What follows belongs to an exercise in optimizing a design on an open flow for small area and a short achievable clock period; a production flow would make more cautious choices. Function was checked by simulation only, so behaviour that the tests miss may differ from the original. Power is estimated from default activity; no workload was simulated.

--- design/flow/run.sh ---
#!/bin/bash
# synth_recipe.tcl (not shown) runs the flow's synth.tcl, then flattens the netlist and writes it again
# the make line also repeats each setting of config.mk as NAME=value (left out here)
make -C /OpenROAD-flow-scripts/flow DESIGN_CONFIG=/design/flow/config.mk WORK_HOME=/design/flow/orfs CLKGATE_MAP_FILE= SYNTH_SCRIPT=/design/flow/synth_recipe.tcl finish
--- design/flow/config.mk ---
export PLATFORM = sky130hd
export DESIGN_NAME = fp_multiplier
export DESIGN_NICKNAME = fp_multiplier
export VERILOG_FILES = /design/flow/design.v
export SDC_FILE = /design/flow/constraint.sdc
export NUM_CORES = 4
export LEC_CHECK = 0
export ABC_AREA = 1
export CAP_MARGIN = 20
export CORE_MARGIN = 2
export CORE_UTILIZATION = 40
export SETUP_SLACK_MARGIN = 5
export SLEW_MARGIN = 20
export SYNTH_HIERARCHICAL = 1
--- design/flow/constraint.sdc ---
create_clock -name core_clock -period 8.0 [get_ports {clk}]
set_input_delay 1.6000 -clock core_clock [delete_from_list [all_inputs] [get_ports {clk}]]
set_output_delay 1.6000 -clock core_clock [all_outputs]
set_load 0.01 [all_outputs]
--- design/flow/design.v ---
module fp_multiplier (
    input         sign,
    input         clk,
    input         rst,
    input  [16:0] a,
    input  [16:0] b,
    output [17:0] out,
    output reg    overflow,
    output reg    underflow
);
  wire [17:0] xa = {sign & a[16], a};
  wire [17:0] yb = {sign & b[16], b};
  wire [8:0] neg_d, one_d, two_d;
  wire [18:0] ybz = {yb, 1'b0};
  genvar gi;
  generate for (gi = 0; gi < 9; gi = gi + 1) begin : benc
    wire y2 = ybz[2*gi+2], y1 = ybz[2*gi+1], y0 = ybz[2*gi];
    assign neg_d[gi] = y2 & ~(y1 & y0);
    assign one_d[gi] = y1 ^ y0;
    assign two_d[gi] = (y2 & ~y1 & ~y0) | (~y2 & y1 & y0);
  end endgenerate
  reg [17:0] xr;
  reg [8:0] negr, oner, twor;
  reg s1;
  always @(posedge clk) begin
    xr <= xa; negr <= neg_d; oner <= one_d; twor <= two_d; s1 <= sign;
  end
  wire [4:0] r8sel = one_d[8] ? xa[4:0] : two_d[8] ? {xa[3:0], 1'b0} : 5'd0;
  wire [5:0] r8sum = {1'b0, r8sel ^ {5{neg_d[8]}}} + neg_d[8];
  reg [5:0] r8r;
  always @(posedge clk) r8r <= r8sum;
  wire pp1, pp2, pp3, pp4, pp5, pp6, pp7, pp8, pp9, pp10, pp11, pp12;
  wire pp13, pp14, pp15, pp16, pp17, pp18, pp19, pp20, pp21, pp22, pp23, pp24;
  wire pp25, pp26, pp27, pp28, pp29, pp30, pp31, pp32, pp33, pp34, pp35, pp36;
  wire pp37, pp38, pp39, pp40, pp41, pp42, pp43, pp44, pp45, pp46, pp47, pp48;
  wire pp49, pp50, pp51, pp52, pp53, pp54, pp55, pp56, pp57, pp58, pp59, pp60;
  wire pp61, pp62, pp63, pp64, pp65, pp66, pp67, pp68, pp69, pp70, pp71, pp72;
  wire pp73, pp74, pp75, pp76, pp77, pp78, pp79, pp80, pp81, pp82, pp83, pp84;
  wire pp85, pp86, pp87, pp88, pp89, pp90, pp91, pp92, pp93, pp94, pp95, pp96;
  wire pp97, pp98, pp99, pp100, pp101, pp102, pp103, pp104, pp105, pp106, pp107, pp108;
  wire pp109, pp110, pp111, pp112, pp113, pp114, pp115, pp116, pp117, pp118, pp119, pp120;
  wire pp121, pp122, pp123, pp124, pp125, pp126, pp127, pp128, pp129, pp130, pp131, pp132;
  wire pp133, pp134, pp135, pp136, pp137, pp138, pp139, pp140, pp141, pp142, pp143, pp144;
  wire pp145, pp146, pp147, pp148, pp149, pp150, pp151, pp152, pp153, pp154, pp155, pp156;
  wire pp157, pp158, pp159, pp160, pp161, pp162, pp163, pp164, pp165, pp166, s167, c168;
  wire s169, c170, s171, c172, s173, c174, s175, c176, s177, c178, s179, c180;
  wire s181, c182, s183, c184, s185, c186, s187, c188, s189, c190, s191, c192;
  wire s193, c194, s195, c196, s197, c198, s199, c200, s201, c202, s203, c204;
  wire s205, c206, s207, c208, s209, c210, s211, c212, s213, c214, s215, c216;
  wire s217, c218, s219, c220, s221, c222, s223, c224, s225, c226, s227, c228;
  wire s229, c230, s231, c232, s233, c234, s235, c236, s237, s238, c239, s240;
  wire c241, s242, c243, s244, c245, s246, c247, s248, c249, s250, c251, s252;
  wire c253, s254, c255, s256, c257, s258, c259, s260, c261, s262, c263, s264;
  wire c265, s266, c267, s268, c269, s270, c271, s272, c273, s274, c275, s276;
  wire c277, s278, c279, s280, c281, s282, c283, s284, c285, s286, c287, s288;
  wire c289, s290, c291, s292, c293, s294, c295, s296, c297, s298, c299, s300;
  wire c301, s302, c303, s304, c305, s306, c307, s308, c309, s310, c311, s312;
  wire c313, s314, c315, s316, c317, s318, c319, s320, c321, s322, c323, s324;
  wire s325, c326, s327, c328, s329, c330, s331, c332, s333, c334, s335, c336;
  wire s337, c338, s339, c340, s341, c342, s343, c344, s345, c346, s347, c348;
  wire s349, c350, s351, c352, s353, c354, s355, c356, s357, c358, s359, c360;
  wire s361, c362, s363, c364, s365, c366, s367, c368, s369, c370, s371, c372;
  wire s373, c374, s375, c376, s377, c378, s379, s380, c381, s382, c383, s384;
  wire c385, s386, c387, s388, c389, s390, c391, s392, c393, s394, c395, s396;
  wire c397, s398, c399, s400, c401, s402, c403, s404, c405, s406, c407, s408;
  wire c409, s410, c411, s412, c413, s414, c415, s416, c417, s418, c419, s420;
  wire c421, s422, c423, s424, c425, s426, c427, s428, c429, s430, c431, s432;
  wire c433, s434, c435, s436, c437, s438, c439, s440, c441, s442, lg443, lp444;
  wire lg445, lp446, lg447, lp448, lg449, lp450, lg451, lp452, lg453, lp454, lg455, lp456;
  wire lg457, lp458, lg459, lp460, lg461, lp462, lG463, lP464, lG465, lP466, lG467, lP468;
  wire lG469, lP470, lG471, lP472, lG473, lP474, lG475, lP476, lG477, lP478, lG479, lP480;
  wire lG481, lP482, lG483, lP484, lG485, lP486, lG487, lP488, lG489, lP490, lG491, lP492;
  wire hg493, hp494, hg495, hp496, hg497, hp498, hg499, hp500, hg501, hp502, hg503, hp504;
  wire hg505, hp506, hg507, hp508, hg509, hp510, hg511, hp512, hg513, hp514, hg515, hp516;
  wire hg517, hp518, hg519, hp520, hg521, hp522, hg523, hp524, hg525, hp526, hg527, hp528;
  wire hg529, hp530, hg531, hp532, hg533, hp534, hg535, hp536, hg537, hp538, hg539, hp540;
  wire hg541, hp542, hG543, hP544, hG545, hP546, hG547, hP548, hG549, hP550, hG551, hP552;
  wire hG553, hP554, hG555, hP556, hG557, hP558, hG559, hP560, hG561, hP562, hG563, hP564;
  wire hG565, hP566, hG567, hP568, hG569, hP570, hG571, hP572, hG573, hP574, hG575, hP576;
  wire hG577, hP578, hG579, hP580, hG581, hP582, hG583, hP584, hG585, hP586, hG587, hP588;
  wire hG589, hP590, hG591, hP592, hG593, hP594, hG595, hP596, hG597, hP598, hG599, hP600;
  wire hG601, hP602, hG603, hP604, hG605, hP606, hG607, hP608, hG609, hP610, hG611, hP612;
  wire hG613, hP614, hG615, hP616, hG617, hP618, hG619, hP620, hG621, hP622, hG623, hP624;
  wire hG625, hP626, hG627, hP628, hG629, hP630, hG631, hP632, hG633, hP634, hG635, hP636;
  wire hG637, hP638, hG639, hP640, hG641, hP642, hG643, hP644, hG645, hP646, hG647, hP648;
  wire hG649, hP650;
  assign pp1 = ((oner[0] & xr[0])) ^ negr[0];
  assign pp2 = ((oner[0] & xr[1]) | (twor[0] & xr[0])) ^ negr[0];
  assign pp3 = ((oner[0] & xr[2]) | (twor[0] & xr[1])) ^ negr[0];
  assign pp4 = ((oner[0] & xr[3]) | (twor[0] & xr[2])) ^ negr[0];
  assign pp5 = ((oner[0] & xr[4]) | (twor[0] & xr[3])) ^ negr[0];
  assign pp6 = ((oner[0] & xr[5]) | (twor[0] & xr[4])) ^ negr[0];
  assign pp7 = ((oner[0] & xr[6]) | (twor[0] & xr[5])) ^ negr[0];
  assign pp8 = ((oner[0] & xr[7]) | (twor[0] & xr[6])) ^ negr[0];
  assign pp9 = ((oner[0] & xr[8]) | (twor[0] & xr[7])) ^ negr[0];
  assign pp10 = ((oner[0] & xr[9]) | (twor[0] & xr[8])) ^ negr[0];
  assign pp11 = ((oner[0] & xr[10]) | (twor[0] & xr[9])) ^ negr[0];
  assign pp12 = ((oner[0] & xr[11]) | (twor[0] & xr[10])) ^ negr[0];
  assign pp13 = ((oner[0] & xr[12]) | (twor[0] & xr[11])) ^ negr[0];
  assign pp14 = ((oner[0] & xr[13]) | (twor[0] & xr[12])) ^ negr[0];
  assign pp15 = ((oner[0] & xr[14]) | (twor[0] & xr[13])) ^ negr[0];
  assign pp16 = ((oner[0] & xr[15]) | (twor[0] & xr[14])) ^ negr[0];
  assign pp17 = ((oner[0] & xr[16]) | (twor[0] & xr[15])) ^ negr[0];
  assign pp18 = ((oner[0] & xr[17]) | (twor[0] & xr[16])) ^ negr[0];
  assign pp19 = ((oner[0] & xr[17]) | (twor[0] & xr[17])) ^ negr[0];
  assign pp20 = ~pp19;
  assign pp21 = ((oner[1] & xr[0])) ^ negr[1];
  assign pp22 = ((oner[1] & xr[1]) | (twor[1] & xr[0])) ^ negr[1];
  assign pp23 = ((oner[1] & xr[2]) | (twor[1] & xr[1])) ^ negr[1];
  assign pp24 = ((oner[1] & xr[3]) | (twor[1] & xr[2])) ^ negr[1];
  assign pp25 = ((oner[1] & xr[4]) | (twor[1] & xr[3])) ^ negr[1];
  assign pp26 = ((oner[1] & xr[5]) | (twor[1] & xr[4])) ^ negr[1];
  assign pp27 = ((oner[1] & xr[6]) | (twor[1] & xr[5])) ^ negr[1];
  assign pp28 = ((oner[1] & xr[7]) | (twor[1] & xr[6])) ^ negr[1];
  assign pp29 = ((oner[1] & xr[8]) | (twor[1] & xr[7])) ^ negr[1];
  assign pp30 = ((oner[1] & xr[9]) | (twor[1] & xr[8])) ^ negr[1];
  assign pp31 = ((oner[1] & xr[10]) | (twor[1] & xr[9])) ^ negr[1];
  assign pp32 = ((oner[1] & xr[11]) | (twor[1] & xr[10])) ^ negr[1];
  assign pp33 = ((oner[1] & xr[12]) | (twor[1] & xr[11])) ^ negr[1];
  assign pp34 = ((oner[1] & xr[13]) | (twor[1] & xr[12])) ^ negr[1];
  assign pp35 = ((oner[1] & xr[14]) | (twor[1] & xr[13])) ^ negr[1];
  assign pp36 = ((oner[1] & xr[15]) | (twor[1] & xr[14])) ^ negr[1];
  assign pp37 = ((oner[1] & xr[16]) | (twor[1] & xr[15])) ^ negr[1];
  assign pp38 = ((oner[1] & xr[17]) | (twor[1] & xr[16])) ^ negr[1];
  assign pp39 = ~(((oner[1] & xr[17]) | (twor[1] & xr[17])) ^ negr[1]);
  assign pp40 = ((oner[2] & xr[0])) ^ negr[2];
  assign pp41 = ((oner[2] & xr[1]) | (twor[2] & xr[0])) ^ negr[2];
  assign pp42 = ((oner[2] & xr[2]) | (twor[2] & xr[1])) ^ negr[2];
  assign pp43 = ((oner[2] & xr[3]) | (twor[2] & xr[2])) ^ negr[2];
  assign pp44 = ((oner[2] & xr[4]) | (twor[2] & xr[3])) ^ negr[2];
  assign pp45 = ((oner[2] & xr[5]) | (twor[2] & xr[4])) ^ negr[2];
  assign pp46 = ((oner[2] & xr[6]) | (twor[2] & xr[5])) ^ negr[2];
  assign pp47 = ((oner[2] & xr[7]) | (twor[2] & xr[6])) ^ negr[2];
  assign pp48 = ((oner[2] & xr[8]) | (twor[2] & xr[7])) ^ negr[2];
  assign pp49 = ((oner[2] & xr[9]) | (twor[2] & xr[8])) ^ negr[2];
  assign pp50 = ((oner[2] & xr[10]) | (twor[2] & xr[9])) ^ negr[2];
  assign pp51 = ((oner[2] & xr[11]) | (twor[2] & xr[10])) ^ negr[2];
  assign pp52 = ((oner[2] & xr[12]) | (twor[2] & xr[11])) ^ negr[2];
  assign pp53 = ((oner[2] & xr[13]) | (twor[2] & xr[12])) ^ negr[2];
  assign pp54 = ((oner[2] & xr[14]) | (twor[2] & xr[13])) ^ negr[2];
  assign pp55 = ((oner[2] & xr[15]) | (twor[2] & xr[14])) ^ negr[2];
  assign pp56 = ((oner[2] & xr[16]) | (twor[2] & xr[15])) ^ negr[2];
  assign pp57 = ((oner[2] & xr[17]) | (twor[2] & xr[16])) ^ negr[2];
  assign pp58 = ~(((oner[2] & xr[17]) | (twor[2] & xr[17])) ^ negr[2]);
  assign pp59 = ((oner[3] & xr[0])) ^ negr[3];
  assign pp60 = ((oner[3] & xr[1]) | (twor[3] & xr[0])) ^ negr[3];
  assign pp61 = ((oner[3] & xr[2]) | (twor[3] & xr[1])) ^ negr[3];
  assign pp62 = ((oner[3] & xr[3]) | (twor[3] & xr[2])) ^ negr[3];
  assign pp63 = ((oner[3] & xr[4]) | (twor[3] & xr[3])) ^ negr[3];
  assign pp64 = ((oner[3] & xr[5]) | (twor[3] & xr[4])) ^ negr[3];
  assign pp65 = ((oner[3] & xr[6]) | (twor[3] & xr[5])) ^ negr[3];
  assign pp66 = ((oner[3] & xr[7]) | (twor[3] & xr[6])) ^ negr[3];
  assign pp67 = ((oner[3] & xr[8]) | (twor[3] & xr[7])) ^ negr[3];
  assign pp68 = ((oner[3] & xr[9]) | (twor[3] & xr[8])) ^ negr[3];
  assign pp69 = ((oner[3] & xr[10]) | (twor[3] & xr[9])) ^ negr[3];
  assign pp70 = ((oner[3] & xr[11]) | (twor[3] & xr[10])) ^ negr[3];
  assign pp71 = ((oner[3] & xr[12]) | (twor[3] & xr[11])) ^ negr[3];
  assign pp72 = ((oner[3] & xr[13]) | (twor[3] & xr[12])) ^ negr[3];
  assign pp73 = ((oner[3] & xr[14]) | (twor[3] & xr[13])) ^ negr[3];
  assign pp74 = ((oner[3] & xr[15]) | (twor[3] & xr[14])) ^ negr[3];
  assign pp75 = ((oner[3] & xr[16]) | (twor[3] & xr[15])) ^ negr[3];
  assign pp76 = ((oner[3] & xr[17]) | (twor[3] & xr[16])) ^ negr[3];
  assign pp77 = ~(((oner[3] & xr[17]) | (twor[3] & xr[17])) ^ negr[3]);
  assign pp78 = ((oner[4] & xr[0])) ^ negr[4];
  assign pp79 = ((oner[4] & xr[1]) | (twor[4] & xr[0])) ^ negr[4];
  assign pp80 = ((oner[4] & xr[2]) | (twor[4] & xr[1])) ^ negr[4];
  assign pp81 = ((oner[4] & xr[3]) | (twor[4] & xr[2])) ^ negr[4];
  assign pp82 = ((oner[4] & xr[4]) | (twor[4] & xr[3])) ^ negr[4];
  assign pp83 = ((oner[4] & xr[5]) | (twor[4] & xr[4])) ^ negr[4];
  assign pp84 = ((oner[4] & xr[6]) | (twor[4] & xr[5])) ^ negr[4];
  assign pp85 = ((oner[4] & xr[7]) | (twor[4] & xr[6])) ^ negr[4];
  assign pp86 = ((oner[4] & xr[8]) | (twor[4] & xr[7])) ^ negr[4];
  assign pp87 = ((oner[4] & xr[9]) | (twor[4] & xr[8])) ^ negr[4];
  assign pp88 = ((oner[4] & xr[10]) | (twor[4] & xr[9])) ^ negr[4];
  assign pp89 = ((oner[4] & xr[11]) | (twor[4] & xr[10])) ^ negr[4];
  assign pp90 = ((oner[4] & xr[12]) | (twor[4] & xr[11])) ^ negr[4];
  assign pp91 = ((oner[4] & xr[13]) | (twor[4] & xr[12])) ^ negr[4];
  assign pp92 = ((oner[4] & xr[14]) | (twor[4] & xr[13])) ^ negr[4];
  assign pp93 = ((oner[4] & xr[15]) | (twor[4] & xr[14])) ^ negr[4];
  assign pp94 = ((oner[4] & xr[16]) | (twor[4] & xr[15])) ^ negr[4];
  assign pp95 = ((oner[4] & xr[17]) | (twor[4] & xr[16])) ^ negr[4];
  assign pp96 = ~(((oner[4] & xr[17]) | (twor[4] & xr[17])) ^ negr[4]);
  assign pp97 = ((oner[5] & xr[0])) ^ negr[5];
  assign pp98 = ((oner[5] & xr[1]) | (twor[5] & xr[0])) ^ negr[5];
  assign pp99 = ((oner[5] & xr[2]) | (twor[5] & xr[1])) ^ negr[5];
  assign pp100 = ((oner[5] & xr[3]) | (twor[5] & xr[2])) ^ negr[5];
  assign pp101 = ((oner[5] & xr[4]) | (twor[5] & xr[3])) ^ negr[5];
  assign pp102 = ((oner[5] & xr[5]) | (twor[5] & xr[4])) ^ negr[5];
  assign pp103 = ((oner[5] & xr[6]) | (twor[5] & xr[5])) ^ negr[5];
  assign pp104 = ((oner[5] & xr[7]) | (twor[5] & xr[6])) ^ negr[5];
  assign pp105 = ((oner[5] & xr[8]) | (twor[5] & xr[7])) ^ negr[5];
  assign pp106 = ((oner[5] & xr[9]) | (twor[5] & xr[8])) ^ negr[5];
  assign pp107 = ((oner[5] & xr[10]) | (twor[5] & xr[9])) ^ negr[5];
  assign pp108 = ((oner[5] & xr[11]) | (twor[5] & xr[10])) ^ negr[5];
  assign pp109 = ((oner[5] & xr[12]) | (twor[5] & xr[11])) ^ negr[5];
  assign pp110 = ((oner[5] & xr[13]) | (twor[5] & xr[12])) ^ negr[5];
  assign pp111 = ((oner[5] & xr[14]) | (twor[5] & xr[13])) ^ negr[5];
  assign pp112 = ((oner[5] & xr[15]) | (twor[5] & xr[14])) ^ negr[5];
  assign pp113 = ((oner[5] & xr[16]) | (twor[5] & xr[15])) ^ negr[5];
  assign pp114 = ((oner[5] & xr[17]) | (twor[5] & xr[16])) ^ negr[5];
  assign pp115 = ~(((oner[5] & xr[17]) | (twor[5] & xr[17])) ^ negr[5]);
  assign pp116 = ((oner[6] & xr[0])) ^ negr[6];
  assign pp117 = ((oner[6] & xr[1]) | (twor[6] & xr[0])) ^ negr[6];
  assign pp118 = ((oner[6] & xr[2]) | (twor[6] & xr[1])) ^ negr[6];
  assign pp119 = ((oner[6] & xr[3]) | (twor[6] & xr[2])) ^ negr[6];
  assign pp120 = ((oner[6] & xr[4]) | (twor[6] & xr[3])) ^ negr[6];
  assign pp121 = ((oner[6] & xr[5]) | (twor[6] & xr[4])) ^ negr[6];
  assign pp122 = ((oner[6] & xr[6]) | (twor[6] & xr[5])) ^ negr[6];
  assign pp123 = ((oner[6] & xr[7]) | (twor[6] & xr[6])) ^ negr[6];
  assign pp124 = ((oner[6] & xr[8]) | (twor[6] & xr[7])) ^ negr[6];
  assign pp125 = ((oner[6] & xr[9]) | (twor[6] & xr[8])) ^ negr[6];
  assign pp126 = ((oner[6] & xr[10]) | (twor[6] & xr[9])) ^ negr[6];
  assign pp127 = ((oner[6] & xr[11]) | (twor[6] & xr[10])) ^ negr[6];
  assign pp128 = ((oner[6] & xr[12]) | (twor[6] & xr[11])) ^ negr[6];
  assign pp129 = ((oner[6] & xr[13]) | (twor[6] & xr[12])) ^ negr[6];
  assign pp130 = ((oner[6] & xr[14]) | (twor[6] & xr[13])) ^ negr[6];
  assign pp131 = ((oner[6] & xr[15]) | (twor[6] & xr[14])) ^ negr[6];
  assign pp132 = ((oner[6] & xr[16]) | (twor[6] & xr[15])) ^ negr[6];
  assign pp133 = ((oner[6] & xr[17]) | (twor[6] & xr[16])) ^ negr[6];
  assign pp134 = ~(((oner[6] & xr[17]) | (twor[6] & xr[17])) ^ negr[6]);
  assign pp135 = ((oner[7] & xr[0])) ^ negr[7];
  assign pp136 = ((oner[7] & xr[1]) | (twor[7] & xr[0])) ^ negr[7];
  assign pp137 = ((oner[7] & xr[2]) | (twor[7] & xr[1])) ^ negr[7];
  assign pp138 = ((oner[7] & xr[3]) | (twor[7] & xr[2])) ^ negr[7];
  assign pp139 = ((oner[7] & xr[4]) | (twor[7] & xr[3])) ^ negr[7];
  assign pp140 = ((oner[7] & xr[5]) | (twor[7] & xr[4])) ^ negr[7];
  assign pp141 = ((oner[7] & xr[6]) | (twor[7] & xr[5])) ^ negr[7];
  assign pp142 = ((oner[7] & xr[7]) | (twor[7] & xr[6])) ^ negr[7];
  assign pp143 = ((oner[7] & xr[8]) | (twor[7] & xr[7])) ^ negr[7];
  assign pp144 = ((oner[7] & xr[9]) | (twor[7] & xr[8])) ^ negr[7];
  assign pp145 = ((oner[7] & xr[10]) | (twor[7] & xr[9])) ^ negr[7];
  assign pp146 = ((oner[7] & xr[11]) | (twor[7] & xr[10])) ^ negr[7];
  assign pp147 = ((oner[7] & xr[12]) | (twor[7] & xr[11])) ^ negr[7];
  assign pp148 = ((oner[7] & xr[13]) | (twor[7] & xr[12])) ^ negr[7];
  assign pp149 = ((oner[7] & xr[14]) | (twor[7] & xr[13])) ^ negr[7];
  assign pp150 = ((oner[7] & xr[15]) | (twor[7] & xr[14])) ^ negr[7];
  assign pp151 = ((oner[7] & xr[16]) | (twor[7] & xr[15])) ^ negr[7];
  assign pp152 = ((oner[7] & xr[17]) | (twor[7] & xr[16])) ^ negr[7];
  assign pp153 = ~(((oner[7] & xr[17]) | (twor[7] & xr[17])) ^ negr[7]);
  assign pp154 = ((oner[8] & xr[5]) | (twor[8] & xr[4])) ^ negr[8];
  assign pp155 = ((oner[8] & xr[6]) | (twor[8] & xr[5])) ^ negr[8];
  assign pp156 = ((oner[8] & xr[7]) | (twor[8] & xr[6])) ^ negr[8];
  assign pp157 = ((oner[8] & xr[8]) | (twor[8] & xr[7])) ^ negr[8];
  assign pp158 = ((oner[8] & xr[9]) | (twor[8] & xr[8])) ^ negr[8];
  assign pp159 = ((oner[8] & xr[10]) | (twor[8] & xr[9])) ^ negr[8];
  assign pp160 = ((oner[8] & xr[11]) | (twor[8] & xr[10])) ^ negr[8];
  assign pp161 = ((oner[8] & xr[12]) | (twor[8] & xr[11])) ^ negr[8];
  assign pp162 = ((oner[8] & xr[13]) | (twor[8] & xr[12])) ^ negr[8];
  assign pp163 = ((oner[8] & xr[14]) | (twor[8] & xr[13])) ^ negr[8];
  assign pp164 = ((oner[8] & xr[15]) | (twor[8] & xr[14])) ^ negr[8];
  assign pp165 = ((oner[8] & xr[16]) | (twor[8] & xr[15])) ^ negr[8];
  assign pp166 = ((oner[8] & xr[17]) | (twor[8] & xr[16])) ^ negr[8];
  fp_ha u_s167 (.a(negr[5]), .b(pp11), .s(s167), .co(c168));
  fp_ha u_s169 (.a(pp12), .b(pp30), .s(s169), .co(c170));
  fp_fa u_s171 (.a(negr[6]), .b(pp13), .c(pp31), .s(s171), .co(c172));
  fp_ha u_s173 (.a(pp48), .b(pp65), .s(s173), .co(c174));
  fp_fa u_s175 (.a(pp14), .b(pp32), .c(pp49), .s(s175), .co(c176));
  fp_ha u_s177 (.a(pp66), .b(pp83), .s(s177), .co(c178));
  fp_fa u_s179 (.a(negr[7]), .b(pp15), .c(pp33), .s(s179), .co(c180));
  fp_fa u_s181 (.a(pp50), .b(pp67), .c(pp84), .s(s181), .co(c182));
  fp_ha u_s183 (.a(pp101), .b(pp118), .s(s183), .co(c184));
  fp_fa u_s185 (.a(pp16), .b(pp34), .c(pp51), .s(s185), .co(c186));
  fp_fa u_s187 (.a(pp68), .b(pp85), .c(pp102), .s(s187), .co(c188));
  fp_ha u_s189 (.a(pp119), .b(pp136), .s(s189), .co(c190));
  fp_fa u_s191 (.a(r8r[0]), .b(pp17), .c(pp35), .s(s191), .co(c192));
  fp_fa u_s193 (.a(pp52), .b(pp69), .c(pp86), .s(s193), .co(c194));
  fp_fa u_s195 (.a(pp103), .b(pp120), .c(pp137), .s(s195), .co(c196));
  fp_fa u_s197 (.a(r8r[1]), .b(pp18), .c(pp36), .s(s197), .co(c198));
  fp_fa u_s199 (.a(pp53), .b(pp70), .c(pp87), .s(s199), .co(c200));
  fp_fa u_s201 (.a(pp104), .b(pp121), .c(pp138), .s(s201), .co(c202));
  fp_fa u_s203 (.a(r8r[2]), .b(pp19), .c(pp37), .s(s203), .co(c204));
  fp_fa u_s205 (.a(pp54), .b(pp71), .c(pp88), .s(s205), .co(c206));
  fp_fa u_s207 (.a(pp105), .b(pp122), .c(pp139), .s(s207), .co(c208));
  fp_fa u_s209 (.a(r8r[3]), .b(pp19), .c(pp38), .s(s209), .co(c210));
  fp_fa u_s211 (.a(pp55), .b(pp72), .c(pp89), .s(s211), .co(c212));
  fp_fa u_s213 (.a(pp106), .b(pp123), .c(pp140), .s(s213), .co(c214));
  fp_fa u_s215 (.a(r8r[4]), .b(pp39), .c(pp56), .s(s215), .co(c216));
  fp_fa u_s217 (.a(pp73), .b(pp90), .c(pp107), .s(s217), .co(c218));
  fp_fa u_s219 (.a(pp124), .b(pp141), .c(pp20), .s(s219), .co(c220));
  assign s221 = ~(r8r[5] ^ pp57);
  assign c222 = r8r[5] | pp57;
  fp_fa u_s223 (.a(pp74), .b(pp91), .c(pp108), .s(s223), .co(c224));
  fp_fa u_s225 (.a(pp125), .b(pp142), .c(pp154), .s(s225), .co(c226));
  fp_fa u_s227 (.a(pp58), .b(pp75), .c(pp92), .s(s227), .co(c228));
  fp_fa u_s229 (.a(pp109), .b(pp126), .c(pp143), .s(s229), .co(c230));
  assign s231 = ~(pp76 ^ pp93);
  assign c232 = pp76 | pp93;
  fp_ha u_s233 (.a(pp110), .b(pp127), .s(s233), .co(c234));
  fp_fa u_s235 (.a(pp77), .b(pp94), .c(pp111), .s(s235), .co(c236));
  assign s237 = ~pp95;
  fp_ha u_s238 (.a(negr[3]), .b(pp7), .s(s238), .co(c239));
  fp_ha u_s240 (.a(pp8), .b(pp26), .s(s240), .co(c241));
  fp_fa u_s242 (.a(negr[4]), .b(pp9), .c(pp27), .s(s242), .co(c243));
  fp_ha u_s244 (.a(pp44), .b(pp61), .s(s244), .co(c245));
  fp_fa u_s246 (.a(pp10), .b(pp28), .c(pp45), .s(s246), .co(c247));
  fp_ha u_s248 (.a(pp62), .b(pp79), .s(s248), .co(c249));
  fp_fa u_s250 (.a(pp29), .b(pp46), .c(pp63), .s(s250), .co(c251));
  fp_fa u_s252 (.a(pp80), .b(pp97), .c(s167), .s(s252), .co(c253));
  fp_fa u_s254 (.a(pp47), .b(pp64), .c(pp81), .s(s254), .co(c255));
  fp_fa u_s256 (.a(pp98), .b(c168), .c(s169), .s(s256), .co(c257));
  fp_fa u_s258 (.a(pp82), .b(pp99), .c(pp116), .s(s258), .co(c259));
  fp_fa u_s260 (.a(c170), .b(s173), .c(s171), .s(s260), .co(c261));
  fp_fa u_s262 (.a(pp100), .b(pp117), .c(c174), .s(s262), .co(c263));
  fp_fa u_s264 (.a(s177), .b(c172), .c(s175), .s(s264), .co(c265));
  fp_fa u_s266 (.a(pp135), .b(c178), .c(s183), .s(s266), .co(c267));
  fp_fa u_s268 (.a(c176), .b(s179), .c(s181), .s(s268), .co(c269));
  fp_fa u_s270 (.a(c184), .b(s189), .c(c180), .s(s270), .co(c271));
  fp_fa u_s272 (.a(c182), .b(s185), .c(s187), .s(s272), .co(c273));
  fp_fa u_s274 (.a(c190), .b(c186), .c(c188), .s(s274), .co(c275));
  fp_fa u_s276 (.a(s191), .b(s193), .c(s195), .s(s276), .co(c277));
  fp_fa u_s278 (.a(c192), .b(c194), .c(c196), .s(s278), .co(c279));
  fp_fa u_s280 (.a(s197), .b(s199), .c(s201), .s(s280), .co(c281));
  fp_fa u_s282 (.a(c198), .b(c200), .c(c202), .s(s282), .co(c283));
  fp_fa u_s284 (.a(s203), .b(s205), .c(s207), .s(s284), .co(c285));
  fp_fa u_s286 (.a(c204), .b(c206), .c(c208), .s(s286), .co(c287));
  fp_fa u_s288 (.a(s209), .b(s211), .c(s213), .s(s288), .co(c289));
  fp_fa u_s290 (.a(c210), .b(c212), .c(c214), .s(s290), .co(c291));
  fp_fa u_s292 (.a(s215), .b(s217), .c(s219), .s(s292), .co(c293));
  fp_fa u_s294 (.a(s221), .b(c216), .c(c218), .s(s294), .co(c295));
  fp_fa u_s296 (.a(c220), .b(s223), .c(s225), .s(s296), .co(c297));
  fp_fa u_s298 (.a(pp155), .b(c222), .c(c224), .s(s298), .co(c299));
  fp_fa u_s300 (.a(c226), .b(s227), .c(s229), .s(s300), .co(c301));
  fp_fa u_s302 (.a(pp144), .b(pp156), .c(s231), .s(s302), .co(c303));
  fp_fa u_s304 (.a(s233), .b(c228), .c(c230), .s(s304), .co(c305));
  fp_fa u_s306 (.a(pp128), .b(pp145), .c(pp157), .s(s306), .co(c307));
  fp_fa u_s308 (.a(c232), .b(c234), .c(s235), .s(s308), .co(c309));
  fp_fa u_s310 (.a(pp112), .b(pp129), .c(pp146), .s(s310), .co(c311));
  fp_fa u_s312 (.a(pp158), .b(s237), .c(c236), .s(s312), .co(c313));
  fp_fa u_s314 (.a(pp95), .b(pp96), .c(pp113), .s(s314), .co(c315));
  fp_fa u_s316 (.a(pp130), .b(pp147), .c(pp159), .s(s316), .co(c317));
  assign s318 = ~(pp114 ^ pp131);
  assign c319 = pp114 | pp131;
  fp_ha u_s320 (.a(pp148), .b(pp160), .s(s320), .co(c321));
  fp_fa u_s322 (.a(pp115), .b(pp132), .c(pp149), .s(s322), .co(c323));
  assign s324 = ~pp133;
  fp_ha u_s325 (.a(negr[2]), .b(pp5), .s(s325), .co(c326));
  fp_ha u_s327 (.a(pp6), .b(pp24), .s(s327), .co(c328));
  fp_fa u_s329 (.a(pp25), .b(pp42), .c(pp59), .s(s329), .co(c330));
  fp_fa u_s331 (.a(pp43), .b(pp60), .c(c239), .s(s331), .co(c332));
  fp_fa u_s333 (.a(pp78), .b(c241), .c(s244), .s(s333), .co(c334));
  fp_fa u_s335 (.a(c245), .b(s248), .c(c243), .s(s335), .co(c336));
  fp_fa u_s337 (.a(c249), .b(c247), .c(s250), .s(s337), .co(c338));
  fp_fa u_s339 (.a(c251), .b(s254), .c(c253), .s(s339), .co(c340));
  fp_fa u_s341 (.a(c255), .b(s258), .c(c257), .s(s341), .co(c342));
  fp_fa u_s343 (.a(c259), .b(s262), .c(c261), .s(s343), .co(c344));
  fp_fa u_s345 (.a(c263), .b(s266), .c(c265), .s(s345), .co(c346));
  fp_fa u_s347 (.a(c267), .b(c269), .c(s270), .s(s347), .co(c348));
  fp_fa u_s349 (.a(c271), .b(c273), .c(s274), .s(s349), .co(c350));
  fp_fa u_s351 (.a(c275), .b(c277), .c(s278), .s(s351), .co(c352));
  fp_fa u_s353 (.a(c279), .b(c281), .c(s282), .s(s353), .co(c354));
  fp_fa u_s355 (.a(c283), .b(c285), .c(s286), .s(s355), .co(c356));
  fp_fa u_s357 (.a(c287), .b(c289), .c(s290), .s(s357), .co(c358));
  fp_fa u_s359 (.a(c291), .b(s294), .c(c293), .s(s359), .co(c360));
  fp_fa u_s361 (.a(c295), .b(c297), .c(s298), .s(s361), .co(c362));
  fp_fa u_s363 (.a(s302), .b(c299), .c(c301), .s(s363), .co(c364));
  fp_fa u_s365 (.a(s306), .b(c303), .c(c305), .s(s365), .co(c366));
  fp_fa u_s367 (.a(c307), .b(s310), .c(c309), .s(s367), .co(c368));
  fp_fa u_s369 (.a(c311), .b(s314), .c(s316), .s(s369), .co(c370));
  fp_fa u_s371 (.a(s318), .b(s320), .c(c315), .s(s371), .co(c372));
  fp_fa u_s373 (.a(pp161), .b(c319), .c(c321), .s(s373), .co(c374));
  fp_fa u_s375 (.a(pp150), .b(pp162), .c(s324), .s(s375), .co(c376));
  fp_fa u_s377 (.a(pp133), .b(pp134), .c(pp151), .s(s377), .co(c378));
  assign s379 = ~pp152;
  fp_ha u_s380 (.a(negr[1]), .b(pp3), .s(s380), .co(c381));
  fp_ha u_s382 (.a(pp4), .b(pp22), .s(s382), .co(c383));
  fp_fa u_s384 (.a(pp23), .b(pp40), .c(s325), .s(s384), .co(c385));
  fp_fa u_s386 (.a(pp41), .b(c326), .c(s327), .s(s386), .co(c387));
  fp_fa u_s388 (.a(c328), .b(s238), .c(s329), .s(s388), .co(c389));
  fp_fa u_s390 (.a(s240), .b(c330), .c(s331), .s(s390), .co(c391));
  fp_fa u_s392 (.a(s242), .b(c332), .c(s333), .s(s392), .co(c393));
  fp_fa u_s394 (.a(s246), .b(c334), .c(s335), .s(s394), .co(c395));
  fp_fa u_s396 (.a(s252), .b(c336), .c(s337), .s(s396), .co(c397));
  fp_fa u_s398 (.a(s256), .b(c338), .c(s339), .s(s398), .co(c399));
  fp_fa u_s400 (.a(s260), .b(c340), .c(s341), .s(s400), .co(c401));
  fp_fa u_s402 (.a(s264), .b(c342), .c(s343), .s(s402), .co(c403));
  fp_fa u_s404 (.a(s268), .b(c344), .c(s345), .s(s404), .co(c405));
  fp_fa u_s406 (.a(s272), .b(c346), .c(s347), .s(s406), .co(c407));
  fp_fa u_s408 (.a(s276), .b(c348), .c(s349), .s(s408), .co(c409));
  fp_fa u_s410 (.a(s280), .b(c350), .c(s351), .s(s410), .co(c411));
  fp_fa u_s412 (.a(s284), .b(c352), .c(s353), .s(s412), .co(c413));
  fp_fa u_s414 (.a(s288), .b(c354), .c(s355), .s(s414), .co(c415));
  fp_fa u_s416 (.a(s292), .b(c356), .c(s357), .s(s416), .co(c417));
  fp_fa u_s418 (.a(s296), .b(c358), .c(s359), .s(s418), .co(c419));
  fp_fa u_s420 (.a(s300), .b(c360), .c(s361), .s(s420), .co(c421));
  fp_fa u_s422 (.a(s304), .b(c362), .c(s363), .s(s422), .co(c423));
  fp_fa u_s424 (.a(s308), .b(s365), .c(c364), .s(s424), .co(c425));
  fp_fa u_s426 (.a(s312), .b(c366), .c(s367), .s(s426), .co(c427));
  fp_fa u_s428 (.a(c313), .b(s369), .c(c368), .s(s428), .co(c429));
  fp_fa u_s430 (.a(c317), .b(c370), .c(s371), .s(s430), .co(c431));
  fp_fa u_s432 (.a(s322), .b(s373), .c(c372), .s(s432), .co(c433));
  fp_fa u_s434 (.a(c323), .b(s375), .c(c374), .s(s434), .co(c435));
  fp_fa u_s436 (.a(pp163), .b(c376), .c(s377), .s(s436), .co(c437));
  fp_fa u_s438 (.a(pp164), .b(s379), .c(c378), .s(s438), .co(c439));
  fp_fa u_s440 (.a(pp152), .b(pp153), .c(pp165), .s(s440), .co(c441));
  assign s442 = ~pp166;
  assign lg443 = (negr[0] & pp1);
  assign lp444 = (negr[0] ^ pp1);
  assign lg445 = (pp2 & 1'b0);
  assign lp446 = (pp2 ^ 1'b0);
  assign lg447 = (s380 & pp21);
  assign lp448 = (s380 ^ pp21);
  assign lg449 = (c381 & s382);
  assign lp450 = (c381 ^ s382);
  assign lg451 = (c383 & s384);
  assign lp452 = (c383 ^ s384);
  assign lg453 = (c385 & s386);
  assign lp454 = (c385 ^ s386);
  assign lg455 = (c387 & s388);
  assign lp456 = (c387 ^ s388);
  assign lg457 = (c389 & s390);
  assign lp458 = (c389 ^ s390);
  assign lg459 = (c391 & s392);
  assign lp460 = (c391 ^ s392);
  assign lg461 = (c393 & s394);
  assign lp462 = (c393 ^ s394);
  assign lG463 = lg445 | (lp446 & lg443);
  assign lP464 = lp446 & lp444;
  assign lG465 = lg449 | (lp450 & lg447);
  assign lP466 = lp450 & lp448;
  assign lG467 = lg453 | (lp454 & lg451);
  assign lP468 = lp454 & lp452;
  assign lG469 = lg457 | (lp458 & lg455);
  assign lP470 = lp458 & lp456;
  assign lG471 = lg461 | (lp462 & lg459);
  assign lP472 = lp462 & lp460;
  assign lG473 = lg447 | (lp448 & lG463);
  assign lP474 = lp448 & lP464;
  assign lG475 = lG465 | (lP466 & lG463);
  assign lP476 = lP466 & lP464;
  assign lG477 = lg455 | (lp456 & lG467);
  assign lP478 = lp456 & lP468;
  assign lG479 = lG469 | (lP470 & lG467);
  assign lP480 = lP470 & lP468;
  assign lG481 = lg451 | (lp452 & lG475);
  assign lP482 = lp452 & lP476;
  assign lG483 = lG467 | (lP468 & lG475);
  assign lP484 = lP468 & lP476;
  assign lG485 = lG477 | (lP478 & lG475);
  assign lP486 = lP478 & lP476;
  assign lG487 = lG479 | (lP480 & lG475);
  assign lP488 = lP480 & lP476;
  assign lG489 = lg459 | (lp460 & lG487);
  assign lP490 = lp460 & lP488;
  assign lG491 = lG471 | (lP472 & lG487);
  assign lP492 = lP472 & lP488;
  wire ck_w = lG491;
  wire [9:0] lzt = {((c393 ^ s394) ~^ (c391 | s392)), ((c391 ^ s392) ~^ (c389 | s390)), ((c389 ^ s390) ~^ (c387 | s388)), ((c387 ^ s388) ~^ (c385 | s386)), ((c385 ^ s386) ~^ (c383 | s384)), ((c383 ^ s384) ~^ (c381 | s382)), ((c381 ^ s382) ~^ (s380 | pp21)), ((s380 ^ pp21) ~^ (pp2 | 1'b0)), ((pp2 ^ 1'b0) ~^ (negr[0] | pp1)), ~(negr[0] ^ pp1)};
  wire [9:0] lot = {(c393 ^ s394), (c391 ^ s392), (c389 ^ s390), (c387 ^ s388), (c385 ^ s386), (c383 ^ s384), (c381 ^ s382), (s380 ^ pp21), (pp2 ^ 1'b0), (negr[0] ^ pp1)};
  wire [23:0] ha_w = {c441, c439, c437, c435, c433, c431, c429, c427, c425, c423, c421, c419, c417, c415, c413, c411, c409, c407, c405, c403, c401, c399, c397, c395};
  wire [23:0] hb_w = {s442, s440, s438, s436, s434, s432, s430, s428, s426, s424, s422, s420, s418, s416, s414, s412, s410, s408, s406, s404, s402, s400, s398, s396};
  reg [23:0] ra, rb;
  reg lor, land, ck, s2, rst_d;
  always @(posedge clk) begin
    ra <= ha_w; rb <= hb_w; s2 <= s1; rst_d <= rst;
    lor <= ~&lzt; land <= &lot; ck <= ck_w;
  end
  assign hg493 = (ck & ck);
  assign hp494 = (ck ^ ck);
  assign hg495 = (ra[0] & rb[0]);
  assign hp496 = (ra[0] ^ rb[0]);
  assign hg497 = (ra[1] & rb[1]);
  assign hp498 = (ra[1] ^ rb[1]);
  assign hg499 = (ra[2] & rb[2]);
  assign hp500 = (ra[2] ^ rb[2]);
  assign hg501 = (ra[3] & rb[3]);
  assign hp502 = (ra[3] ^ rb[3]);
  assign hg503 = (ra[4] & rb[4]);
  assign hp504 = (ra[4] ^ rb[4]);
  assign hg505 = (ra[5] & rb[5]);
  assign hp506 = (ra[5] ^ rb[5]);
  assign hg507 = (ra[6] & rb[6]);
  assign hp508 = (ra[6] ^ rb[6]);
  assign hg509 = (ra[7] & rb[7]);
  assign hp510 = (ra[7] ^ rb[7]);
  assign hg511 = (ra[8] & rb[8]);
  assign hp512 = (ra[8] ^ rb[8]);
  assign hg513 = (ra[9] & rb[9]);
  assign hp514 = (ra[9] ^ rb[9]);
  assign hg515 = (ra[10] & rb[10]);
  assign hp516 = (ra[10] ^ rb[10]);
  assign hg517 = (ra[11] & rb[11]);
  assign hp518 = (ra[11] ^ rb[11]);
  assign hg519 = (ra[12] & rb[12]);
  assign hp520 = (ra[12] ^ rb[12]);
  assign hg521 = (ra[13] & rb[13]);
  assign hp522 = (ra[13] ^ rb[13]);
  assign hg523 = (ra[14] & rb[14]);
  assign hp524 = (ra[14] ^ rb[14]);
  assign hg525 = (ra[15] & rb[15]);
  assign hp526 = (ra[15] ^ rb[15]);
  assign hg527 = (ra[16] & rb[16]);
  assign hp528 = (ra[16] ^ rb[16]);
  assign hg529 = (ra[17] & rb[17]);
  assign hp530 = (ra[17] ^ rb[17]);
  assign hg531 = (ra[18] & rb[18]);
  assign hp532 = (ra[18] ^ rb[18]);
  assign hg533 = (ra[19] & rb[19]);
  assign hp534 = (ra[19] ^ rb[19]);
  assign hg535 = (ra[20] & rb[20]);
  assign hp536 = (ra[20] ^ rb[20]);
  assign hg537 = (ra[21] & rb[21]);
  assign hp538 = (ra[21] ^ rb[21]);
  assign hg539 = (ra[22] & rb[22]);
  assign hp540 = (ra[22] ^ rb[22]);
  assign hg541 = (ra[23] & rb[23]);
  assign hp542 = (ra[23] ^ rb[23]);
  assign hG543 = hg495 | (hp496 & hg493);
  assign hP544 = hp496 & hp494;
  assign hG545 = hg499 | (hp500 & hg497);
  assign hP546 = hp500 & hp498;
  assign hG547 = hg503 | (hp504 & hg501);
  assign hP548 = hp504 & hp502;
  assign hG549 = hg507 | (hp508 & hg505);
  assign hP550 = hp508 & hp506;
  assign hG551 = hg511 | (hp512 & hg509);
  assign hP552 = hp512 & hp510;
  assign hG553 = hg515 | (hp516 & hg513);
  assign hP554 = hp516 & hp514;
  assign hG555 = hg519 | (hp520 & hg517);
  assign hP556 = hp520 & hp518;
  assign hG557 = hg523 | (hp524 & hg521);
  assign hP558 = hp524 & hp522;
  assign hG559 = hg527 | (hp528 & hg525);
  assign hP560 = hp528 & hp526;
  assign hG561 = hg531 | (hp532 & hg529);
  assign hP562 = hp532 & hp530;
  assign hG563 = hg535 | (hp536 & hg533);
  assign hP564 = hp536 & hp534;
  assign hG565 = hg539 | (hp540 & hg537);
  assign hP566 = hp540 & hp538;
  assign hG567 = hg497 | (hp498 & hG543);
  assign hP568 = hp498 & hP544;
  assign hG569 = hG545 | (hP546 & hG543);
  assign hP570 = hP546 & hP544;
  assign hG571 = hg505 | (hp506 & hG547);
  assign hP572 = hp506 & hP548;
  assign hG573 = hG549 | (hP550 & hG547);
  assign hP574 = hP550 & hP548;
  assign hG575 = hg513 | (hp514 & hG551);
  assign hP576 = hp514 & hP552;
  assign hG577 = hG553 | (hP554 & hG551);
  assign hP578 = hP554 & hP552;
  assign hG579 = hg521 | (hp522 & hG555);
  assign hP580 = hp522 & hP556;
  assign hG581 = hG557 | (hP558 & hG555);
  assign hP582 = hP558 & hP556;
  assign hG583 = hg529 | (hp530 & hG559);
  assign hP584 = hp530 & hP560;
  assign hG585 = hG561 | (hP562 & hG559);
  assign hP586 = hP562 & hP560;
  assign hG587 = hg537 | (hp538 & hG563);
  assign hP588 = hp538 & hP564;
  assign hG589 = hG565 | (hP566 & hG563);
  assign hP590 = hP566 & hP564;
  assign hG591 = hg501 | (hp502 & hG569);
  assign hP592 = hp502 & hP570;
  assign hG593 = hG547 | (hP548 & hG569);
  assign hP594 = hP548 & hP570;
  assign hG595 = hG571 | (hP572 & hG569);
  assign hP596 = hP572 & hP570;
  assign hG597 = hG573 | (hP574 & hG569);
  assign hP598 = hP574 & hP570;
  assign hG599 = hg517 | (hp518 & hG577);
  assign hP600 = hp518 & hP578;
  assign hG601 = hG555 | (hP556 & hG577);
  assign hP602 = hP556 & hP578;
  assign hG603 = hG579 | (hP580 & hG577);
  assign hP604 = hP580 & hP578;
  assign hG605 = hG581 | (hP582 & hG577);
  assign hP606 = hP582 & hP578;
  assign hG607 = hg533 | (hp534 & hG585);
  assign hP608 = hp534 & hP586;
  assign hG609 = hG563 | (hP564 & hG585);
  assign hP610 = hP564 & hP586;
  assign hG611 = hG587 | (hP588 & hG585);
  assign hP612 = hP588 & hP586;
  assign hG613 = hG589 | (hP590 & hG585);
  assign hP614 = hP590 & hP586;
  assign hG615 = hg509 | (hp510 & hG597);
  assign hP616 = hp510 & hP598;
  assign hG617 = hG551 | (hP552 & hG597);
  assign hP618 = hP552 & hP598;
  assign hG619 = hG575 | (hP576 & hG597);
  assign hP620 = hP576 & hP598;
  assign hG621 = hG577 | (hP578 & hG597);
  assign hP622 = hP578 & hP598;
  assign hG623 = hG599 | (hP600 & hG597);
  assign hP624 = hP600 & hP598;
  assign hG625 = hG601 | (hP602 & hG597);
  assign hP626 = hP602 & hP598;
  assign hG627 = hG603 | (hP604 & hG597);
  assign hP628 = hP604 & hP598;
  assign hG629 = hG605 | (hP606 & hG597);
  assign hP630 = hP606 & hP598;
  assign hG631 = hg541 | (hp542 & hG613);
  assign hP632 = hp542 & hP614;
  assign hG633 = hg525 | (hp526 & hG629);
  assign hP634 = hp526 & hP630;
  assign hG635 = hG559 | (hP560 & hG629);
  assign hP636 = hP560 & hP630;
  assign hG637 = hG583 | (hP584 & hG629);
  assign hP638 = hP584 & hP630;
  assign hG639 = hG585 | (hP586 & hG629);
  assign hP640 = hP586 & hP630;
  assign hG641 = hG607 | (hP608 & hG629);
  assign hP642 = hP608 & hP630;
  assign hG643 = hG609 | (hP610 & hG629);
  assign hP644 = hP610 & hP630;
  assign hG645 = hG611 | (hP612 & hG629);
  assign hP646 = hP612 & hP630;
  assign hG647 = hG613 | (hP614 & hG629);
  assign hP648 = hP614 & hP630;
  assign hG649 = hG631 | (hP632 & hG629);
  assign hP650 = hP632 & hP630;
  wire [33:10] ph = {(hp542 ^ hG647), (hp540 ^ hG645), (hp538 ^ hG643), (hp536 ^ hG641), (hp534 ^ hG639), (hp532 ^ hG637), (hp530 ^ hG635), (hp528 ^ hG633), (hp526 ^ hG629), (hp524 ^ hG627), (hp522 ^ hG625), (hp520 ^ hG623), (hp518 ^ hG621), (hp516 ^ hG619), (hp514 ^ hG617), (hp512 ^ hG615), (hp510 ^ hG597), (hp508 ^ hG595), (hp506 ^ hG593), (hp504 ^ hG591), (hp502 ^ hG569), (hp500 ^ hG567), (hp498 ^ hG543), (hp496 ^ hg493)};
  wire neg = s2 & ph[33];
  wire ovf_w = neg ? ~&ph[33:25] : |ph[33:24];
  wire unf_w = neg ? ~(&ph[15:10] & land) : (|ph[15:10] | lor);
  wire clr = rst | rst_d;
  reg [17:0] out_r;
  always @(posedge clk) begin
    out_r     <= clr ? 18'd0 : ph[31:14];
    overflow  <= clr ? 1'b0 : ovf_w;
    underflow <= clr ? 1'b0 : unf_w;
  end
  assign out = out_r;
endmodule
module fp_fa (input a, input b, input c, output s, output co);
  assign s = a ^ b ^ c;
  assign co = (a & b) | (c & (a ^ b));
endmodule
module fp_ha (input a, input b, output s, output co);
  assign s = a ^ b;
  assign co = a & b;
endmodule
==> impl_metrics.json, run 1 <==
{
  "slew_viol_final": 0,
  "grt_pass1_wl_um": 44500,
  "max_freq_mhz": 319,
  "clk_pin_slew_ns": 0.06,
  "slew_headroom": 0.600,
  "dpl.cell_count": 1419,
  "dieArea_um2": 26900,
  "skew_ns": 0.0110,
  "grt_max_degree": 21,
  "start_util": 0.407,
  "die_y_um": 164,
  "post-route-util": 0.543,
  "peakVddDrop_mv": 0.157,
  "vias": 8809,
  "yosysWarningCount": 7,
  "tightest_slew_ns": 0.599,
  "cp.arrival_ns": 3.43,
  "syn_inst": 1083,
  "first_global_vias": 8235,
  "grt_antenna_before_repair": 0,
  "fin_ws_ns": 4.87,
  "cts_tree": "done",
  "critPathRequiredTime_ns": 8.30,
  "period_minus_slack_ns": 3.13,
  "critPathCaptureType": "flop",
  "cts_max_level": 4,
  "p_seq_frac": 0.210,
  "report.final.setup_viol": 0,
  "grt_setup_unrepaired": "yes",
  "cts_max_path_buffers": 2,
  "critPathMaxFanout": 5,
  "ys_seq_area_frac": 0.244,
  "drcViolationCount": 0,
  "dr.pass1.iters": 8,
  "grt_overflow": 0,
  "hold_class": "flop to flop",
  "ys_seq_elements": 125,
  "outcome": "timing/DRC/antenna clean",
  "ios": 57,
  "cts_buffers": 17,
  "place_congestion": 0.859,
  "instances_no_fill": 1602,
  "p_comb_frac": 0.624,
  "cts_root_buffer": "clkbuf_16",
  "syn_to_final_growth_pct": 33.5,
  "grt_usage": 0.215,
  "top_layer": "met4",
  "swShare": 0.436,
  "coreArea_um2": 25200,
  "clock_sinks": 125,
  "drtIter0Drc": 1002,
  "fill_cells": 2103,
  "critical_path.startpoint_type": "flop",
  "port_buffers": 56,
  "hpwl_um": 19100,
  "most-common-layout-cells": "xor2_1 (158), buf_4 (128), o22ai_1 (103), fa_1 (101), nand2_1 (98)",
  "hold_viol": 0,
  "routed_wl_um": 31300,
  "p_per_area_nw_per_um2": 331,
  "ant_nets": 0,
  "place_ws_ns": 4.37,
  "p_int_mw": 2.55,
  "netlist_area_um2": 10200,
  "synth_nets": 1309,
  "drive_gt1_frac": 0.300,
  "antenna_cells": 0,
  "netSwitchingPower_mw": 1.97,
  "final_common_cell": "xor2_1",
  "dr_wl_met3_um": 3150,
  "p_leak_nw": 6.09,
  "syn_area_per_cell_um2": 9.46,
  "wl_met2_um": 14000,
  "wl_met1_um": 12700,
  "clk_latency_ns": 0.43,
  "cap_viol_max_count": 0,
  "viasPerCell": 5.50,
  "whs_ns": 0.339,
  "die_x_um": 164,
  "num_rows": 58,
  "fin_crit_sh": 0.392,
  "synth_cell_types": 41,
  "fin_nets": 1485,
  "setup_tns_ns": 0,
  "post_drt_wl_per_cell_um": 19.5,
  "clockPowerShare": 0.165,
  "critPathKind": "flop to flop"
}
[per-module statistics from Yosys (local to each module, per instance)]
module         flops+latches  cells inside
fp_fa                      0             1
fp_ha                      0             1
fp_multiplier            125           950
[worst paths after layout]
kind	start	slack, ns	endpoint	cells past startpoint
setup / recovery	xr[16]	4.87	rb[13]	9
hold / removal	s1	0.34	s2	0
setup reg to reg	xr[16]	4.87	rb[13]	9
hold reg to reg	s1	0.34	s2	0
[repair_timing]
action / in CTS / in global routing
pin swaps: 26 / 46
resized for setup: 134 / 104
hold buffers: 0 / 0
cloned: 2 / 11
setup buffers: 78 / 60
endpoints found under the setup margin: 40 / 31
[worst max-delay path: stages (launching register included)]
cell and delay [ns]:
dfxtp_4 0.37, clkinv_4 0.09, buf_4 0.14, o22ai_1 0.20
xor2_1 0.41, ha_1 0.32, inv_1 0.08, fa_1 0.43
fa_1 0.54, fa_1 0.41
[power by group through the flow]
stage / combinational (mW) / sequential, mW / clock, mW
after floorplan: 1.91 / 0.937 / 0
after global placement: 2.50 / 0.950 / 0
after detailed placement: 2.57 / 0.955 / 0
after CTS: 2.72 / 0.947 / 0.760
after global routing: 3.21 / 0.973 / 0.790
final: 2.82 / 0.951 / 0.747
[cell type report]
cell class / count / area, um2 / share of cell area
timing repair buffer: 198 / 1740 / 0.127
clock inverter: 13 / 116 / 0.00851
tap: 330 / 413 / 0.0302
timing repair inverter: 13 / 71.3 / 0.00522
clock buffer: 19 / 453 / 0.0331
inverter: 118 / 633 / 0.0463
sequential: 125 / 2590 / 0.189
multi-input combinational: 786 / 7660 / 0.560
[kinds of logic (layout without fill, tap and decap cells)]
| kind of cell | count (synthesis) | count (layout) | share of synthesized area |
|---|---|---|---|
| AOI/OAI and AO/OA | 201 | 201 | 0.120 |
| xor gates and xnor gates | 180 | 180 | 0.154 |
| and+or+nand+nor | 216 | 216 | 0.0967 |
| buffers and inverters | 172 | 361 | 0.0646 |
| DFF | 125 | 125 | 0.244 |
| adders and majority gates | 189 | 189 | 0.320 |
[cell usage after synthesis]
master,count,area (um2)
a2111oi_0,1,8.76
a21boi_1,1,7.51
a21oi_1,24,120
a21oi_2,1,8.76
a21oi_4,1,16.3
a221oi_1,1,8.76
and2_1,2,12.5
and2_4,1,8.76
buf_1,11,41.3
buf_2,10,50.1
buf_4,1,7.51
clkbuf_1,32,120
clkinv_1,30,113
dfxtp_1,125,2500
fa_1,122,2440
ha_1,67,838
inv_1,88,330
nand2_1,98,368
nand2_2,9,56.3
nand2_4,3,33.8
nand2_8,1,20.0
nand3_1,26,130
nand3_2,2,20.0
nand3b_1,3,22.5
nand4_1,4,25.0
nor2_1,53,199
nor2_2,4,25.0
nor3_1,4,20.0
nor3_4,1,16.3
nor4_1,2,12.5
o211ai_1,1,7.51
o21a_1,1,7.51
o21ai_0,16,80.1
o21ai_1,2,10.0
o21bai_1,2,15.0
o22ai_1,150,938
or2_0,1,6.26
or2_2,1,6.26
or4_1,1,7.51
xnor2_1,8,70.1
xor2_1,172,1510
[routing by layer]
layer	track usage	vias up
li1	-	3940
met1	0.283	4204
met2	0.334	534
met3	0.0583	131
met4	0.0861	0
met5	0	-
[flip-flops by register name, summed over array words and instances (netlist names)]
| name | count |
|---|---|
| overflow | 1 |
| underflow | 1 |
| lor | 1 |
| oner | 9 |
| land | 1 |
| r8r | 6 |
| ck | 1 |
| rst_d | 1 |
| twor | 9 |
| rb | 24 |
| negr | 9 |
| s2 | 1 |
| xr | 18 |
| s1 | 1 |
| out_r | 18 |
| ra | 24 |
[metrics by stage]
step                      total power [mW]  cell area (um2)
final                                 4.52            13700
after global routing                  4.98            13700
after CTS                             4.43            12700
after detailed placement              3.52            11100
after global placement                3.45            11100
after floorplan                       2.85            10300
==> run 2: changes to the inputs <==
--- a/design/flow/config.mk
+++ b/design/flow/config.mk
@@ -7,3 +7,2 @@
 export LEC_CHECK = 0
-export ABC_AREA = 1
 export CAP_MARGIN = 20
@@ -11,3 +10,2 @@
 export CORE_UTILIZATION = 40
-export SETUP_SLACK_MARGIN = 5
 export SLEW_MARGIN = 20
==> impl_metrics.json, run 2 <==
{
  "cts_max_level": 4,
  "placed_cell_area_um2": 11000,
  "path_buf_inv": 0,
  "crit_top_cell": "fa_1",
  "synth.area.top_cells": "dfxtp_1 (24%), fa_1 (24%), xnor2_1 (15%), a22oi_1 (11%), ha_1 (8.2%)",
  "top_layer": "met4",
  "post_drt_wl_per_cell_um": 18.9,
  "report.final.setup_viol": 0,
  "synthFlopType": "dfxtp_1",
  "synth_nets": 1206,
  "critPathRequiredTime_ns": 8.30,
  "fin_area_um2": 11500,
  "top_regs": "ra x24, rb x24",
  "crit_slowest_cell": "dfxtp_1",
  "netlist_area_um2": 10300,
  "cts_root_buffer": "clkbuf_16",
  "post-synth-top-area-cell": "dfxtp_1",
  "grt_antenna_before_repair": 0,
  "outcome": "timing/DRC/antenna clean",
  "fin_nets": 1197,
  "clock_sinks": 125,
  "cp.arrival_ns": 3.97,
  "die_x_um": 164,
  "final_common_cell": "xnor2_1",
  "cap_viol_max_count": 0,
  "ant_nets": 0,
  "ios": 57,
  "dr.pass1.iters": 6,
  "grt_pass1_wl_um": 40000,
  "port_buffers": 56,
  "post_cts_buffers": 0,
  "yosys-top-cells-count": "xnor2_1 (173), a22oi_1 (149), dfxtp_1 (125)",
  "yosysMostFrequentCell": "xnor2_1",
  "cts_tree": "done",
  "first_global_vias": 7128,
  "period_minus_slack_ns": 3.66,
  "critPathKind": "flop to flop",
  "crit_chain": "o21ai_0 -> xnor2_1 -> fa_1 -> fa_1 -> fa_1 -> fa_1",
  "critPathTopFamily": "adder cells",
  "synth-edff-count": 0,
  "syn_inst": 980,
  "wl_met1_um": 11900,
  "hold_class": "flop to flop",
  "synth_top_area_share": 0.244,
  "drive_gt1_frac": 0.0570,
  "synth_async_sr_flop_share": 0,
  "critPathCaptureType": "flop",
  "coreArea_um2": 25200,
  "drcViolationCount": 0,
  "cts_buffers": 17,
  "dr_wl_met3_um": 1800,
  "grt_setup_unrepaired": "no",
  "most-common-layout-cells": "xnor2_1 (173), a22oi_1 (149), dfxtp_1 (124), fa_1 (122), ha_1 (67)",
  "fill_cells": 2369,
  "place_congestion": 0.831,
  "yosysWarningCount": 7,
  "tightest_slew_ns": 0.893,
  "p_leak_nw": 4.42,
  "p_per_area_nw_per_um2": 365,
  "grt_usage": 0.193,
  "grt_max_degree": 22,
  "die_y_um": 164,
  "hpwl_um": 17600,
  "num_rows": 58,
  "ctsHoldBuffers": 0,
  "drtIter0Drc": 759,
  "slew_viol_final": 0,
  "syn_area_per_cell_um2": 10.5,
  "clk_latency_ns": 0.43,
  "cts_max_path_buffers": 2,
  "viasPerCell": 5.38,
  "setup_tns_ns": 0,
  "fin_crit_sh": 0.458,
  "ys_seq_area_frac": 0.244,
  "synth_cell_types": 51,
  "peakVddDrop_mv": 0.127,
  "max_freq_mhz": 273,
  "wl_met2_um": 10700,
  "slew_headroom": 0.404,
  "critPathMaxFanout": 21,
  "vias": 7068,
  "hold_viol": 0,
  "critical_path.startpoint_type": "flop",
  "dieArea_um2": 27000,
  "cts_resized": 0,
  "skew_ns": 0.00780,
  "ys_seq_elements": 125,
  "start_util": 0.408,
  "syn_to_final_growth_pct": 12.2,
  "antenna_cells": 0,
  "clk_pin_slew_ns": 0.06,
  "grt_overflow": 0,
  "power_mw": 4.21,
  "routed_wl_um": 24800,
  "crit_path_max_incr_delay_ns": 0.80
}
## run 2: changes by cell type after synthesis, sizes merged, moves of 11 or more
| cell | delta |
|---|---|
| nor2 | -34 |
| nand2 | -85 |
| inv | -52 |
| xor2 | -149 |
| clkinv | -30 |
| clkbuf | +38 |
| o22ai | -150 |
| xnor2 | +165 |
| a22oi | +149 |
| a21oi | -11 |
| nand3 | -21 |
| nor2b | +15 |
## run 2: area by class of cell
cell class	instances	area, um2	area share
Multi-Input combinational cell	726	7290	0.632
Sequential cell	125	2500	0.217
Timing Repair Buffer	65	628	0.0545
Clock buffer	18	439	0.0381
Tap cell	330	413	0.0358
Inverter	36	135	0.0117
Clock inverter	13	120	0.0104
## run 2: report_power, final
group	internal, mW	switching (mW)	leakage [nW]
clock	0.434	0.301	0.268
combinational	1.18	1.32	3.10
sequential	0.834	0.142	1.05
## run 2: kinds of logic (layout without fill, tap and decap cells)
kind of cell	after synthesis	in the layout	share of synthesized area
mux	3	3	0.00292
buf+inv	129	132	0.0471
compound gates	220	220	0.159
simple gates	118	118	0.0609
flops	125	125	0.244
fa+ha+maj	189	189	0.319
xor+xnor	196	196	0.167
## run 2: Yosys stat by module (local to each module, per instance)
module         cells  times used  cell area, um2  flops+latches
fp_fa              1         117            20.0              0
fp_multiplier    847           1            7730            125
fp_ha              1          16            12.5              0
## run 2: worst register-to-register path: stages (launching register included)
cell and delay, ns:
dfxtp_1 0.80, o21ai_0 0.26, xnor2_1 0.52, fa_1 0.56
fa_1 0.46, fa_1 0.53, fa_1 0.40
## run 2: stage by stage
step / worst slack, ns / util / hold WS, ns / std cells
floorplan: 4.46 / - / 0.310 / 980
global placement: 4.43 / 0.435 / 0.398 / 1282
detailed placement: 4.38 / 0.435 / 0.397 / 1282
CTS: 4.36 / 0.458 / 0.396 / 1313
global route: 4.18 / 0.458 / 0.404 / 1313
finish: 4.34 / 0.458 / 0.397 / 1313
## run 2: path summary, 6_finish.rpt
check | startpoint | to | slack [ns] | depth (start not counted)
worst min register to register | s1 | s2 | 0.40 | 0
worst max register to register | oner[0] | rb[9] | 4.34 | 6
worst min-delay path | s1 | s2 | 0.40 | 0
worst max-delay path | oner[0] | rb[9] | 4.34 | 6
## run 2: metal layers
layer / vias up / track usage
li1: 3330 / -
met1: 3410 / 0.284
met2: 293 / 0.285
met3: 35 / 0.0379
met4: 0 / 0.0590
met5: - / 0
==> run 3: changes to the inputs <==
--- a/design/flow/config.mk
+++ b/design/flow/config.mk
@@ -10,2 +10,3 @@
 export CORE_UTILIZATION = 40
+export SETUP_SLACK_MARGIN = 4.5
 export SLEW_MARGIN = 20
==> impl_metrics.json, run 3 <==
{
  "outcome": "timing/DRC/antenna clean",
  "ios": 57,
  "hpwl_um": 17700,
  "first_global_vias": 7267,
  "report.final.setup_viol": 0,
  "r2r_start": "xr[14]",
  "crit_slowest_cell": "dfxtp_1",
  "critPathMaxFanout": 18,
  "drtIter0Drc": 677,
  "coreArea_um2": 25200,
  "grt_antenna_before_repair": 1,
  "routed_wl_um": 24900,
  "ys_seq_area_frac": 0.244,
  "slew_headroom": 0.406,
  "grt_setup_unrepaired": "yes",
  "cap_viol_max_count": 0,
  "clock_sinks": 125,
  "crit_chain": "a22oi_1 -> xnor2_1 -> fa_1 -> fa_1 -> fa_1 -> fa_1",
  "top_regs": "ra x24, rb x24",
  "rrSetupSlack_ns": 4.63,
  "rr_worst_depth": 6,
  "critPathCaptureType": "flop",
  "clk_pin_slew_ns": 0.06,
  "hold_path.startpoint": "s1",
  "yosysWarningCount": 7,
  "post-route-util": 0.459,
  "peakVddDrop_mv": 0.134,
  "fin_nets": 1194,
  "ys_seq_elements": 125,
  "syn_area_per_cell_um2": 10.5,
  "synth_top_area_share": 0.244,
  "cts_buffers": 17,
  "die_y_um": 164,
  "cts_root_buffer": "clkbuf_16",
  "num_rows": 58,
  "viasPerCell": 5.38,
  "netlist_area_um2": 10300,
  "max_freq_mhz": 297,
  "die_x_um": 164,
  "post-synth-top-area-cell": "dfxtp_1",
  "skew_ns": 0.0104,
  "drcViolationCount": 0,
  "drive_gt1_frac": 0.0837,
  "path_buf_inv": 0,
  "port_buffers": 56,
  "cts_max_level": 4,
  "dr.pass1.iters": 5,
  "post_cts_buffers": 0,
  "crit_path_max_incr_delay_ns": 0.85,
  "grt_pass1_wl_um": 40700,
  "final_common_cell": "xnor2_1",
  "synth_cell_types": 51,
  "syn_to_final_growth_pct": 12.6,
  "yosys-top-cells-count": "xnor2_1 (173), a22oi_1 (149), dfxtp_1 (125)",
  "dieArea_um2": 27000,
  "critical_path.startpoint_type": "flop",
  "setup_tns_ns": 0,
  "crit_top_cell": "fa_1",
  "hold_viol": 0,
  "most-common-layout-cells": "xnor2_1 (172), a22oi_1 (149), fa_1 (122), dfxtp_1 (96), ha_1 (67)",
  "place_congestion": 0.847,
  "clk_latency_ns": 0.42,
  "slew_viol_final": 0,
  "vias": 7044,
  "cts_tree": "done",
  "grt_overflow": 0,
  "critPathKind": "flop to flop",
  "synthFlopType": "dfxtp_1",
  "p_leak_nw": 4.41,
  "antenna_cells": 0,
  "period_minus_slack_ns": 3.37
}
-- run 3: cell types whose count changed in the layout (fill, tap and decap cells not counted), sizes merged --
cell and change:
clkinv -4, buf -3, bufinv +1, clkinvlp +3
-- run 3: per-module statistics from Yosys (local to each module, per instance) --
module	cells	area (um2)
fp_fa	1	20.0
fp_ha	1	12.5
fp_multiplier	847	7730
-- run 3: final cells by class --
class                   instances  area, um2
multi-input cells             726       7300
clock inverters                13        145
repair buffers                 62        606
inverters                      36        135
flip-flops and latches        125       2540
clock buffers                  18        429
fillers                      2331      13600
well taps                     330        413
-- run 3: worst max-delay path by stage --
stage / startpoint / depth (start not counted) / slack [ns] / to
floorplan: negr[1] / 10 / 4.52 / lor
global route: xr[0] / 9 / 4.46 / lor
finish: xr[14] / 6 / 4.63 / rb[11]
CTS: twor[2] / 10 / 4.52 / lor
global placement: negr[2] / 9 / 4.41 / lor
detailed placement: xr[17] / 6 / 4.30 / rb[10]
-- run 3: through the flow --
stage,area [um2],setup WS (ns),hold WS (ns),power [mW],instances
floorplan,10300,4.52,0.310,2.86,980
global placement,10900,4.41,0.400,3.45,1279
detailed placement,10900,4.30,0.402,3.53,1279
CTS,11500,4.52,0.404,4.29,1310
global route,11600,4.46,0.406,4.71,1310
finish,11600,4.63,0.409,4.26,1310
-- run 3: report_power, final --
part           leakage, nW  switching (mW)  internal, mW
Clock                0.261           0.293         0.457
Combinational         3.10            1.33          1.20
Sequential            1.05           0.148         0.836
Total                 4.41            1.77          2.49
-- run 3: metal layers --
layer,vias up,share of wire,track usage
li1,3319,-,-
met1,3410,0.47,0.285
met2,287,0.44,0.293
met3,26,0.072,0.0424
met4,2,0.012,0.0494
met5,-,0.00040,0
-- run 3: worst reg2reg max path: cells and delay by family, from the launching register on --
family,cells,cell delay (ns)
compound gates,1,0.23
xor+xnor,1,0.19
fa+ha+maj,4,1.96
flops,1,0.85
-- run 3: timing repair --
item | CTS | global route
gates resized for setup | 7 | 24
pin swaps | 0 | 1
hold buffers | 0 | 0
endpoints found under the setup margin | 11 | 14
-- run 3: logic make-up (layout without fill, tap and decap cells) --
kind of cell | count (synthesis) | count (layout) | share of synthesized area
mux | 3 | 3 | 0.00292
simple gates | 118 | 118 | 0.0609
xor+xnor | 196 | 196 | 0.167
compound gates | 220 | 220 | 0.159
flops | 125 | 125 | 0.244
fa+ha+maj | 189 | 189 | 0.319
buf+inv | 129 | 129 | 0.0471

Re-timed with assumed drivers on the ports (clkbuf_16 on the clock, buf_2 on other inputs), run 3 has 4.632 ns of setup slack against 4.632 ns with ideal ports, and 4.504 ns once port delays also move by the mid clock arrival of 0.463 ns.
